This design comes from an exercise in tuning for small area and a short achievable clock period on the open sky130 flow, not from production work. Function was checked by simulation only, so behaviour that the tests miss may differ from the original. Power is estimated from default activity; no workload was simulated.

Setup of rev 12:
## fano_decoder
module fano_decoder#(
    parameter MAX_SH_W           = 256    
)(
    input                         clk,
    input                         reset_n,
    input                         i_vld,
    input [1                  :0] i_data,              
    input                         i_diff_en,
    input [7                  :0] i_delta_T,
    input [15                 :0] i_forward_step,
    output                        o_vld,
    output                        o_dec_sym
);
localparam        PMAX   = MAX_SH_W - 36;    
localparam [35:0] PMASK  = 36'hD354E3267;
localparam        AW     = PMAX + 2;         
localparam        SW     = PMAX + 1;         
localparam        NW     = 36;               
reg        nlocal_rst;
reg        in_vld;
reg        sh_en;          
reg [1:0]  in_data;
reg        diff_en;
reg [7:0]  dT;
reg [15:0] fstep;
always @(posedge clk) begin
    nlocal_rst <= reset_n;
    in_data    <= i_data;
    in_vld     <= reset_n & i_vld;
    sh_en      <= i_vld;
    diff_en    <= i_diff_en;
    dT         <= i_delta_T;
    fstep      <= i_forward_step;
end
reg                st_init, st_idle, st_mc, st_fm, st_bm;    
reg [3:0]          ph;           
reg                norm_en;
reg [7:0]          pointer;
reg [7:0]          ridx;         
reg [7:0]          nrx;          
reg [8:0]          fcnt;
reg [SW-1:0]       sh_d, sh_p;
reg [MAX_SH_W-1:0] decode_sh;
reg [AW-1:0]       A;
reg [NW-1:0]       W;            
reg signed [15:0]  T, Mp, Mc;
reg signed [15:0]  thr;          
reg                tup;          
reg                mp_ge;        
reg        diff0, diffm;         
reg        par;                  
reg        rdd, rdp;             
reg        rda;                  
reg        ab;                   
reg        top;                  
reg        e_r, d_r;             
reg signed [15:0] s;             
reg        f0, f1;               
reg        fm_r, bm_r, td_r, inv_r;    
reg  ptr_nz;                               
reg  ptr_sat;                              
wire sat_sh  = in_vld & ptr_sat;           
reg q8, q9, q10, q11;
always @(posedge clk) begin
  ...
Settings: LEC_CHECK=0, CAP_MARGIN=20, CORE_MARGIN=2, CORE_UTILIZATION=55, CTS_CLUSTER_DIAMETER=100, CTS_CLUSTER_SIZE=20, PLACE_DENSITY=0.7, SLEW_MARGIN=20; clock period 11.0 ns.
standard.sh (not shown) runs the stock make flow with config.mk's settings and CLKGATE_MAP_FILE= SYNTH_SCRIPT=/design/flow/synth_recipe.tcl, a recipe that flattens the netlist after the stock synthesis.
==> flow/flow/run.sh <==
#!/bin/bash
set -euo pipefail
bash standard.sh SETUP_SLACK_MARGIN=7.7 finish > standard_flow.log 2>&1
### rev 12 -> rev 13
--- a/flow/design.v
+++ b/flow/design.v
@@ -279,18 +279,17 @@
     end
 end
 wire        clr_a  = !nlocal_rst || st_init;
 reg         a_wr;
 always @(posedge clk) a_wr <= nlocal_rst & (inv_n | fm_n | (idle_n & (ptr_next != 8'd0)));
 wire [15:0] hi_wa  = (hi_r & {16{a_wr}}) | {16{clr_a}};
 wire [15:0] lo_wa  = lo_r | {16{clr_a}};
 wire        a_dat  = inverse_A & !clr_a;
-reg         a_sh;
-always @(posedge clk) a_sh <= reset_n & i_vld & nlocal_rst;
+wire        a_sh   = in_vld & !st_init;
 wire        clr_d  = !nlocal_rst;
 wire [15:0] hi_wd  = (hi_r & {16{forward_move}}) | {16{clr_d}};
 wire [15:0] lo_wd  = lo_r | {16{clr_d}};
 wire        d_dat  = sym & !clr_d;
 always @(posedge clk) begin
     if (sh_en) begin
         sh_d <= {sh_d[SW-2:0], in_data[1]};
         sh_p <= {sh_p[SW-2:0], in_data[0]};
@@ -302,24 +301,21 @@
 end
 generate
     for (gi = 1; gi < MAX_SH_W; gi = gi + 1) begin : g_dec
         if (gi < PMAX) begin : g_w
             always @(posedge clk) begin
                 if (in_vld)                                      decode_sh[gi] <= decode_sh[gi-1];
                 else if (hi_wd[(gi+1)/16] & lo_wd[(gi+1)%16])    decode_sh[gi] <= d_dat;
             end
-        end else if (gi < MAX_SH_W-1) begin : g_nw
+        end else begin : g_nw
             always @(posedge clk) begin
                 if (in_vld)      decode_sh[gi] <= decode_sh[gi-1];
                 else if (clr_d)  decode_sh[gi] <= 1'b0;
             end
-        end else begin : g_out
-            always @(posedge clk)
-                decode_sh[gi] <= (in_vld & decode_sh[gi-1]) | (!in_vld & !clr_d & decode_sh[gi]);
         end
     end
     for (gi = 0; gi < AW; gi = gi + 1) begin : g_a
         always @(posedge clk) begin
             if (a_sh)                              A[gi] <= (gi == 0) ? 1'b0 : A[(gi == 0) ? 0 : gi-1];
             else if (hi_wa[gi/16] & lo_wa[gi%16])  A[gi] <= a_dat;
         end
     end
==> comparison <==
- Rev 13: full flow OK, the timing, design-rule and antenna checks passed
- Relative to rev 12, relative contribution of the clock network to total power has increased by 0.5 points in rev 13.
- Number of tapcells (rev 13 over rev 12): decrease, 70
- Final critical-path share of the clock period: rev 13 vs rev 12 up 1.5 points
- Cell area, rev 13 vs rev 12: down slightly
- Going from rev 12 to rev 13, the worst path arrival time was found to have gone up by 0.16 ns.
- The via count reported for rev 13 is lower than the one for rev 12.
- Comparing the two runs side by side, rev 13 comes out ahead of rev 12 on routed wire length.
- Rev 13 -> rev 12: adder-cell share of the synthesized area flat
- Compared with rev 12, in rev 13 post-detailed-route via-to-cell ratio picked up an extra 5.7%, total area of sequential cells held, number of standard cells in the final layout excluding fillers went down 509, clock-buffer cell count has increased.

* * *

== run 1 ==
fano_decoder again, from the RTL that the note above started with.
export LEC_CHECK = 0
export CAP_MARGIN = 20
export CORE_MARGIN = 2
export CORE_UTILIZATION = 70
export CTS_CLUSTER_DIAMETER = 100
export CTS_CLUSTER_SIZE = 20
export PLACE_DENSITY = 0.8
export SLEW_MARGIN = 20
create_clock -name core_clock -period 11.0 [get_ports {clk}]
Scripts as last shown in full above: flow/flow/run.sh
Input changes introduced in run 2 (baseline for comparison: run 1):
-- flow/design.v --
<<< run 1, line 285
wire [15:0] lo_wa  = lo_r | {16{clr_a}};
wire        a_dat  = inverse_A & !clr_a;
reg         a_sh;
always @(posedge clk) a_sh <= reset_n & i_vld & nlocal_rst;
wire        clr_d  = !nlocal_rst;
wire [15:0] hi_wd  = (hi_r & {16{forward_move}}) | {16{clr_d}};
>>> run 2, line 285
wire [15:0] lo_wa  = lo_r | {16{clr_a}};
wire        a_dat  = inverse_A & !clr_a;
wire        a_sh   = in_vld & !st_init;
wire        clr_d  = !nlocal_rst;
wire [15:0] hi_wd  = (hi_r & {16{forward_move}}) | {16{clr_d}};
<<< run 1, line 308
                else if (hi_wd[(gi+1)/16] & lo_wd[(gi+1)%16])    decode_sh[gi] <= d_dat;
            end
        end else if (gi < MAX_SH_W-1) begin : g_nw
            always @(posedge clk) begin
                if (in_vld)      decode_sh[gi] <= decode_sh[gi-1];
                else if (clr_d)  decode_sh[gi] <= 1'b0;
            end
        end else begin : g_out
            always @(posedge clk)
                decode_sh[gi] <= (in_vld & decode_sh[gi-1]) | (!in_vld & !clr_d & decode_sh[gi]);
        end
    end
>>> run 2, line 307
                else if (hi_wd[(gi+1)/16] & lo_wd[(gi+1)%16])    decode_sh[gi] <= d_dat;
            end
        end else begin : g_nw
            always @(posedge clk) begin
                if (in_vld)      decode_sh[gi] <= decode_sh[gi-1];
                else if (clr_d)  decode_sh[gi] <= 1'b0;
            end
        end
    end
### Flow results
Run 2 ended with less part of the total power dissipated in the clock network than run 1.
When the final numbers for run 1 and run 2 were put side by side, the mapped cell area turned out to be greater in run 1.
Reported for run 1 and run 2, count of H-tree levels built during CTS turned out identical to the last digit.
Wire: run 2 routes less than run 1
[compare] base=run 1 new=run 2: least setup slack across all paths after layout -0.036 ns; wire length of the first global-routing pass -about 3.2%; post-synthesis xor/xnor area fraction ~0 delta; sequential power ~0 delta.
Any difference in area of all sequential standard cells between run 2 and run 1 is small enough to ignore.
Run 2 vs. run 1: final area saw a decrease, layout overhead on the synthesized area barely changed, detailed route wirelength on metal3 shows an increase of 7.6%, number of buffers other than clock buffers in the final layout has decreased.

* * *

== the previous run ==
Another version of the RTL of fano_decoder (not shown whole).
Size in the first run: roughly 5,400 cells after synthesis, roughly 32 I/O pins, roughly 0.056 mm2 of cells after synthesis.
clock: 11.0 ns
lec_check: 0
cap_margin: 20
core_margin: 2
core_utilization: 55
cts_cluster_diameter: 100
cts_cluster_size: 20
place_density: 0.7
slew_margin: 20
Scripts as last shown in full above: flow/flow/run.sh
The following lists how the current run was set up differently from the previous run:
--- a/flow/design.v
+++ b/flow/design.v
@@ -11,35 +11,36 @@
     input [15                 :0] i_forward_step,
     output                        o_vld,
     output                        o_dec_sym
 );
 localparam        PMAX   = MAX_SH_W - 36;    
 localparam [35:0] PMASK  = 36'hD354E3267;
 localparam        AW     = PMAX + 2;         
 localparam        SW     = PMAX + 1;         
 localparam        NW     = 36;               
 reg        nlocal_rst;
 reg        in_vld;
 reg        sh_en;          
-reg        a_sh;           
+reg        a_sh_n;         
+wire       a_sh  = !a_sh_n;
 reg [1:0]  in_data;
 reg        diff_en;
 reg [7:0]  dT;
 reg [15:0] fstep;
 always @(posedge clk) begin
     nlocal_rst <= reset_n;
     in_data    <= i_data;
     in_vld     <= reset_n & i_vld;
     sh_en      <= i_vld;
-    a_sh       <= reset_n & i_vld & nlocal_rst;    
+    a_sh_n     <= !(reset_n & i_vld & nlocal_rst);    
     diff_en    <= i_diff_en;
     dT         <= i_delta_T;
     fstep      <= i_forward_step;
 end
 reg                st_init, st_idle, st_mc, st_fm, st_bm;    
 reg [3:0]          ph;           
 reg                norm_en;
 reg [7:0]          pointer;
 reg [7:0]          ridx;         
 reg [7:0]          nrx;          
 reg [8:0]          fcnt;
 reg [SW-1:0]       sh_d, sh_p;
@@ -122,31 +123,32 @@
 end
 always @(posedge clk) begin
     pointer <= ptr_next;
     ptr_nz  <= ptr_next != 8'd0;
     ptr_sat <= ptr_next == PMAX[7:0];
     ridx    <= ridx_next;
 end
 always @(posedge clk) begin
     if (!nlocal_rst || st_init)  fcnt <= 9'd0;
     else if (forward_move)       fcnt <= fcnt[8] ? fcnt : fcnt + 9'd1;
     else if (back_move)          fcnt <= (fcnt != 9'd0) ? fcnt - 9'd1 : 9'd0;
 end
-reg  [15:0] hi_r, lo_r;
+reg  [15:0] hi_n, lo_n;
+wire [15:0] hi_r = ~hi_n, lo_r = ~lo_n;
 genvar gi;
 generate
     for (gi = 0; gi < 16; gi = gi + 1) begin : g_pre
         always @(posedge clk) begin
-            hi_r[gi] <= (gi < 14) && ridx_next[7:4] == gi;
-            lo_r[gi] <= ridx_next[3:0] == gi;
+            hi_n[gi] <= !((gi < 14) && ridx_next[7:4] == gi);
+            lo_n[gi] <= ridx_next[3:0] != gi;
         end
     end
 endgenerate
 function automatic rd_f(input [255:0] x, input [15:0] h, input [15:0] l);
     integer a, b;
     reg g;
     begin
         rd_f = 1'b0;
         for (a = 0; a < 16; a = a + 1) begin
             g = 1'b0;
             for (b = 0; b < 16; b = b + 1) g = g | (l[b] & x[16*a+b]);
             rd_f = rd_f | (h[a] & g);
@@ -272,66 +274,67 @@
         Mp <= Mc;
         Mc <= s_m;
     end else if (back_move) begin
         Mc <= Mp;
     end else if (metric_norm) begin
         Mp <= {1'b0, Mp[15:1]};
         Mc <= {1'b0, Mc[15:1]};
     end else if (dbm) begin
         Mp <= (fcnt == 9'd0) ? 16'sh8000 : (fcnt == 9'd1) ? 16'sd0 : s_m;
     end
 end
 wire        clr_a  = !nlocal_rst || st_init;
-reg         a_wr;
-always @(posedge clk) a_wr <= nlocal_rst & (inv_n | fm_n | (idle_n & (ptr_next != 8'd0)));
+reg         a_wr_n;
+always @(posedge clk) a_wr_n <= !(nlocal_rst & (inv_n | fm_n | (idle_n & (ptr_next != 8'd0))));
+wire        a_wr   = !a_wr_n;
 wire [15:0] hi_wa  = (hi_r & {16{a_wr}}) | {16{clr_a}};
 wire [15:0] lo_wa  = lo_r | {16{clr_a}};
 wire        a_dat  = inverse_A & !clr_a;
 wire        clr_d  = !nlocal_rst;
 wire [15:0] hi_wd  = (hi_r & {16{forward_move}}) | {16{clr_d}};
 wire [15:0] lo_wd  = lo_r | {16{clr_d}};
 wire        d_dat  = sym & !clr_d;
 always @(posedge clk) begin
     if (sh_en) begin
         sh_d <= {sh_d[SW-2:0], in_data[1]};
         sh_p <= {sh_p[SW-2:0], in_data[0]};
     end
 end
 always @(posedge clk) begin
-    if (a_sh) decode_sh[0] <= 1'b0;
+    if (in_vld) decode_sh[0] <= 1'b0;
     else if (hi_wd[0] & lo_wd[1]) decode_sh[0] <= d_dat;        
 end
 generate
     for (gi = 1; gi < MAX_SH_W; gi = gi + 1) begin : g_dec
         if (gi < PMAX) begin : g_w
             always @(posedge clk) begin
-                if (a_sh)                                        decode_sh[gi] <= decode_sh[gi-1];
+                if (in_vld)                                      decode_sh[gi] <= decode_sh[gi-1];
                 else if (hi_wd[(gi+1)/16] & lo_wd[(gi+1)%16])    decode_sh[gi] <= d_dat;
             end
         end else if (gi < MAX_SH_W-1) begin : g_nw
             always @(posedge clk) begin
-                if (a_sh)        decode_sh[gi] <= decode_sh[gi-1];
+                if (in_vld)      decode_sh[gi] <= decode_sh[gi-1];
                 else if (clr_d)  decode_sh[gi] <= 1'b0;
             end
         end else begin : g_out
             always @(posedge clk)
-                decode_sh[gi] <= (a_sh & decode_sh[gi-1]) | (!a_sh & !clr_d & decode_sh[gi]);
+                decode_sh[gi] <= (in_vld & decode_sh[gi-1]) | (!in_vld & !clr_d & decode_sh[gi]);
         end
     end
     for (gi = 0; gi < AW; gi = gi + 1) begin : g_a
         always @(posedge clk) begin
             if (a_sh)                              A[gi] <= (gi == 0) ? 1'b0 : A[(gi == 0) ? 0 : gi-1];
             else if (hi_wa[gi/16] & lo_wa[gi%16])  A[gi] <= a_dat;
         end
     end
 endgenerate
 always @(posedge clk) begin
     if (!nlocal_rst || st_init) W <= {NW{1'b0}};
-    else if (a_sh) begin
+    else if (in_vld) begin
         if (ptr_sat)            W <= {W[NW-2:0], decode_sh[PMAX-1]};
     end else if (back_move) begin
         if (!ptr_sat)           W <= {top, W[NW-1:1]};
     end else if (forward_move)  W <= {W[NW-2:0], sym};
 end
 assign o_dec_sym = decode_sh[MAX_SH_W-1];
 assign o_vld     = in_vld;
 endmodule
Results
Compared to the previous run, the current run has part of the power in the clock network 0.3 points lower. In the current run, final period utilization is lower than in the previous run. Compare the current run and the previous run | combinational power share lower: the previous run. Looking at inserted tap cell count, the current run sits 70 lower than the previous run does. The current run vs the previous run: total length of routed wires up in the current run. In the reports for the current run and the previous run, the larger basic-gate share of the synthesized area counting and, or, nand and nor cells belongs to the previous run.

==> separate check: timing with driven ports <==
In the flow no input, the clock included, has a driving cell. The finished layouts below were timed again as built, in two steps.
Step 1 (the two cells are an assumption about what drives the block):
set clk [get_ports {clk}]
set_driving_cell -lib_cell sky130_fd_sc_hd__clkbuf_16 $clk
set_driving_cell -lib_cell sky130_fd_sc_hd__buf_2 [delete_from_list [all_inputs] $clk]
Step 2 adds t to the input delays and takes it off the output delays; t is the mean of the earliest and latest rising clock arrival at the registers after step 1. Input paths then give back, and output paths get back, about the clock's delay inside the block.
Three values: ideal, step 1, step 2; two values: the first two.
run | t, ns | slack for setup (ns) | worst setup path after step 2 | clock arrival spread, ns
rev 12 | 0.729 | 7.673 / 7.605 / 7.749 | input to register | 0.033 / 0.032
rev 13 | 0.730 | 7.510 / 7.432 / 7.735 | register to register | 0.032 / 0.031
run 1 | 0.714 | 7.655 / 7.589 / 7.680 | register to register | 0.029 / 0.029
run 2 | 0.716 | 7.619 / 7.547 / 7.703 | register to register | 0.035 / 0.034
the previous run | 0.755 | 7.628 / 7.550 / 7.665 | register to register | 0.040 / 0.040
the current run | 0.729 | 7.654 / 7.588 / 7.692 | register to register | 0.032 / 0.032
After both steps setup and hold are still met in every run listed.
